What follows belongs to an exercise in optimizing a design on an open flow for small area and a short achievable clock period; a production flow would make more cautious choices.
Function was checked by simulation only, so behaviour that the tests miss may differ from the original.

==> flow/design.v <==
module cic_slice #(parameter WS = 17)
  (
    input               clk,
    input               rst,       
    input               g,         
    input               upd,       
    input      [WS-1:0] x,         
    input      [4:0]    ki,        
    input      [4:0]    kc,        
    output     [4:0]    ko_i,      
    output     [4:0]    ko_c,      
    output     [WS-1:0] q_p2, q_p3, q_d31, q_d40, q_d41
  );
  reg  [WS-1:0] i0, i1, i2, i3, i4;
  wire [WS+1:0] si0 = {1'b0, i0, 1'b1} + {1'b0, x,  ki[0]};
  wire [WS+1:0] si1 = {1'b0, i1, 1'b1} + {1'b0, i0, ki[1]};
  wire [WS+1:0] si2 = {1'b0, i2, 1'b1} + {1'b0, i1, ki[2]};
  wire [WS+1:0] si3 = {1'b0, i3, 1'b1} + {1'b0, i2, ki[3]};
  wire [WS+1:0] si4 = {1'b0, i4, 1'b1} + {1'b0, i3, ki[4]};
  always @(posedge clk) begin
    if (rst) begin
      i0 <= 0; i1 <= 0; i2 <= 0; i3 <= 0; i4 <= 0;
    end else if (g) begin
      i0 <= si0[WS:1]; i1 <= si1[WS:1]; i2 <= si2[WS:1];
      i3 <= si3[WS:1]; i4 <= si4[WS:1];
    end
  end
  reg  [WS-1:0] d00, d01, d10, d11, d20, d21, d30, d31, d40, d41;
  reg  [WS-1:0] p0, p1, p2, p3;
  wire [WS+1:0] sc0 = {1'b0, i4, 1'b1} + {1'b0, ~d01, kc[0]};
  wire [WS+1:0] sc1 = {1'b0, p0, 1'b1} + {1'b0, ~d11, kc[1]};
  wire [WS+1:0] sc2 = {1'b0, p1, 1'b1} + {1'b0, ~d21, kc[2]};
  wire [WS+1:0] sc3 = {1'b0, p2, 1'b1} + {1'b0, ~d31, kc[3]};
  wire [WS+1:0] sc4 = {1'b0, p3, 1'b1} + {1'b0, ~d41, kc[4]};
  always @(posedge clk) begin
    if (rst) begin
      d00 <= 0; d01 <= 0; d10 <= 0; d11 <= 0; d20 <= 0;
      d21 <= 0; d30 <= 0; d31 <= 0; d40 <= 0; d41 <= 0;
      p0 <= 0; p1 <= 0; p2 <= 0; p3 <= 0;
    end else if (upd) begin
      d00 <= i4; d01 <= d00;
      d10 <= p0; d11 <= d10;
      d20 <= p1; d21 <= d20;
      d30 <= p2; d31 <= d30;
      d40 <= p3; d41 <= d40;
      p0 <= sc0[WS:1]; p1 <= sc1[WS:1];
      p2 <= sc2[WS:1]; p3 <= sc3[WS:1];
    end
  end
  assign ko_i  = {si4[WS+1], si3[WS+1], si2[WS+1], si1[WS+1], si0[WS+1]};
  assign ko_c  = {sc4[WS+1], sc3[WS+1], sc2[WS+1], sc1[WS+1], sc0[WS+1]};
  assign q_p2  = p2;
  assign q_p3  = p3;
  assign q_d31 = d31;
  assign q_d40 = d40;
  assign q_d41 = d41;
endmodule
module cic_decim
  (
    input             clk_i,
    input             rst_i,
    input             en_i,
    input      [15:0] data_i,
    output     [15:0] data_o,
    input             act_i,
    input             act_out_i,
    output            val_o
  );
  localparam WS = 17;
  wire g   = en_i & act_i;
  reg  a0, a1, a2, a3, a4;
  wire upd = en_i & act_out_i & a4;
  reg  c0, c1, c2, c3, vint;
  always @(posedge clk_i) begin
    if (rst_i) begin
      a0 <= 1'b0; a1 <= 1'b0; a2 <= 1'b0; a3 <= 1'b0; a4 <= 1'b0;
    end else if (g) begin
      a0 <= 1'b1; a1 <= a0; a2 <= a1; a3 <= a2; a4 <= a3;
    end else if (en_i & act_out_i) begin
      a4 <= 1'b0;
    end
  end
  always @(posedge clk_i) begin
    if (rst_i) begin
      c0 <= 1'b0; c1 <= 1'b0; c2 <= 1'b0; c3 <= 1'b0;
    end else if (upd) begin
      c0 <= 1'b1; c1 <= c0; c2 <= c1; c3 <= c2;
    end
  end
  always @(posedge clk_i) begin
    if (rst_i)     vint <= 1'b0;
    else if (en_i) vint <= upd & c3;
  end
  reg rst_1, g_1, upd_1, sgn_1;
  reg rst_2, g_2, upd_2, sgn_2;
  always @(posedge clk_i) begin
    rst_1 <= rst_i; g_1 <= g;   upd_1 <= upd;   sgn_1 <= data_i[15];
    rst_2 <= rst_1; g_2 <= g_1; upd_2 <= upd_1; sgn_2 <= sgn_1;
  end
  wire [4:0]    koi_a, koc_a, koi_b, koc_b, koi_c, koc_c;
  reg  [4:0]    kri_a, krc_a, kri_b, krc_b;
  wire [WS-1:0] a_p2, a_p3, a_d31, a_d40, a_d41;
  wire [WS-1:0] b_p2, b_p3, b_d31, b_d40, b_d41;
  wire [WS-1:0] c_p2, c_p3, c_d31, c_d40, c_d41;
  cic_slice #(WS) sa (
    .clk(clk_i), .rst(rst_i), .g(g), .upd(upd),
    .x({data_i[15], data_i}), .ki(5'b00000), .kc(5'b11111),
    .ko_i(koi_a), .ko_c(koc_a),
    .q_p2(a_p2), .q_p3(a_p3), .q_d31(a_d31), .q_d40(a_d40), .q_d41(a_d41));
  cic_slice #(WS) sb (
    .clk(clk_i), .rst(rst_1), .g(g_1), .upd(upd_1),
    .x({WS{sgn_1}}), .ki(kri_a), .kc(krc_a),
    .ko_i(koi_b), .ko_c(koc_b),
    .q_p2(b_p2), .q_p3(b_p3), .q_d31(b_d31), .q_d40(b_d40), .q_d41(b_d41));
  cic_slice #(WS) sc (
    .clk(clk_i), .rst(rst_2), .g(g_2), .upd(upd_2),
    .x({WS{sgn_2}}), .ki(kri_b), .kc(krc_b),
    .ko_i(koi_c), .ko_c(koc_c),
    .q_p2(c_p2), .q_p3(c_p3), .q_d31(c_d31), .q_d40(c_d40), .q_d41(c_d41));
  always @(posedge clk_i) begin
    kri_a <= koi_a; krc_a <= koc_a;
    kri_b <= koi_b; krc_b <= koc_b;
  end
  wire       kb4_now = koc_b[4];     
  wire       kb3_old = krc_b[3];     
  wire       kb4_old = krc_b[4];     
  reg  [15:0] p4c;                   
  wire [WS+1:0] z_t   = {1'b0, c_p3, 1'b1} + {1'b0, ~c_d41, kb4_old};
  wire [WS-1:0] z_sum = z_t[WS:1];
  wire [15:0]   z     = rst_2 ? 16'd0 : upd_2 ? z_sum[WS-1:1] : p4c;
  wire [WS-1:0] t_a  = c_p2;
  wire [WS-1:0] t_b  = ~c_d31;
  wire [WS-1:0] t_c  = ~c_d40;
  wire [WS-1:0] cs_s = t_a ^ t_b ^ t_c;
  wire [WS-1:0] cs_c = {(t_a[WS-2:0] & t_b[WS-2:0]) | (t_a[WS-2:0] & t_c[WS-2:0]) |
                        (t_b[WS-2:0] & t_c[WS-2:0]), kb3_old};
  wire [WS-1:0] u_a  = upd_2 ? cs_s : c_p3;
  wire [WS-1:0] u_b  = upd_2 ? cs_c : ~c_d41;
  wire [WS-1:0] y0   = u_a + u_b;
  wire [WS+1:0] y1_t = {1'b0, u_a, 1'b1} + {1'b0, u_b, 1'b1};
  wire [WS-1:0] y1   = y1_t[WS:1];
  wire [15:0]   y    = rst_2 ? 16'd0 :
                       kb4_now ? y1[WS-1:1] : y0[WS-1:1];
  wire [15:0] p4_now = rst_1 ? 16'd0 : upd_1 ? y : z;
  always @(posedge clk_i) p4c <= z;
  reg [15:0] dout;
  reg        vout;
  always @(posedge clk_i) begin
    if (rst_i) begin
      dout <= 16'd0;
      vout <= 1'b0;
    end else if (en_i) begin
      dout <= p4_now;
      vout <= vint;
    end
  end
  assign data_o = dout;
  assign val_o  = vout;
endmodule
export LEC_CHECK = 0
export CAP_MARGIN = 20
export CORE_MARGIN = 2
export CORE_UTILIZATION = 40
export SLEW_MARGIN = 20
create_clock -name core_clock -period 4.0 [get_ports {clk_i}]
run.sh (not shown) runs the stock make flow with config.mk's settings and CLKGATE_MAP_FILE= SYNTH_SCRIPT=/design/flow/synth_recipe.tcl, a recipe that flattens the netlist after the stock synthesis.
The baseline produced a clean layout.
Then changed:
- CORE_UTILIZATION: 40 -> 55
- SETUP_SLACK_MARGIN: unset -> 1.0
The new run finished clean.
Clock-buffer cell count came out higher by 3.
Register-to-register slack gets better by 0.35 ns.
Critical path depth came out lower by 1.

==> port drivers added, routing unchanged <==
In the flow no input, the clock included, has a driving cell. The finished layouts below were timed again as built, in two steps.
Step 1, drivers: a clkbuf_16 drives clk_i and a buf_2 each remaining input, both assumed.
Step 2, shift: input delay + t, output delay - t, t = (earliest + latest rising clock arrival at the registers) / 2. This alone moves slack from input paths to output paths.
Three values: ideal ports, drivers, drivers and shift; two values: the first two.
run	t, ns	setup WS [ns]	worst setup path at the end	slew at the worst register clock pin (ns)	cell pins on the clock port's net
the first run	0.796	0.484 / 0.484 / 0.095	input to register	0.07 / 0.07	1
the second run	0.758	0.836 / 0.836 / 0.409	input to register	0.06 / 0.06	1
After both steps setup and hold are still met in every run listed. The setup slack of the second run, which loses most, moves by 0.000 ns with the drivers and by -0.427 ns with both steps.
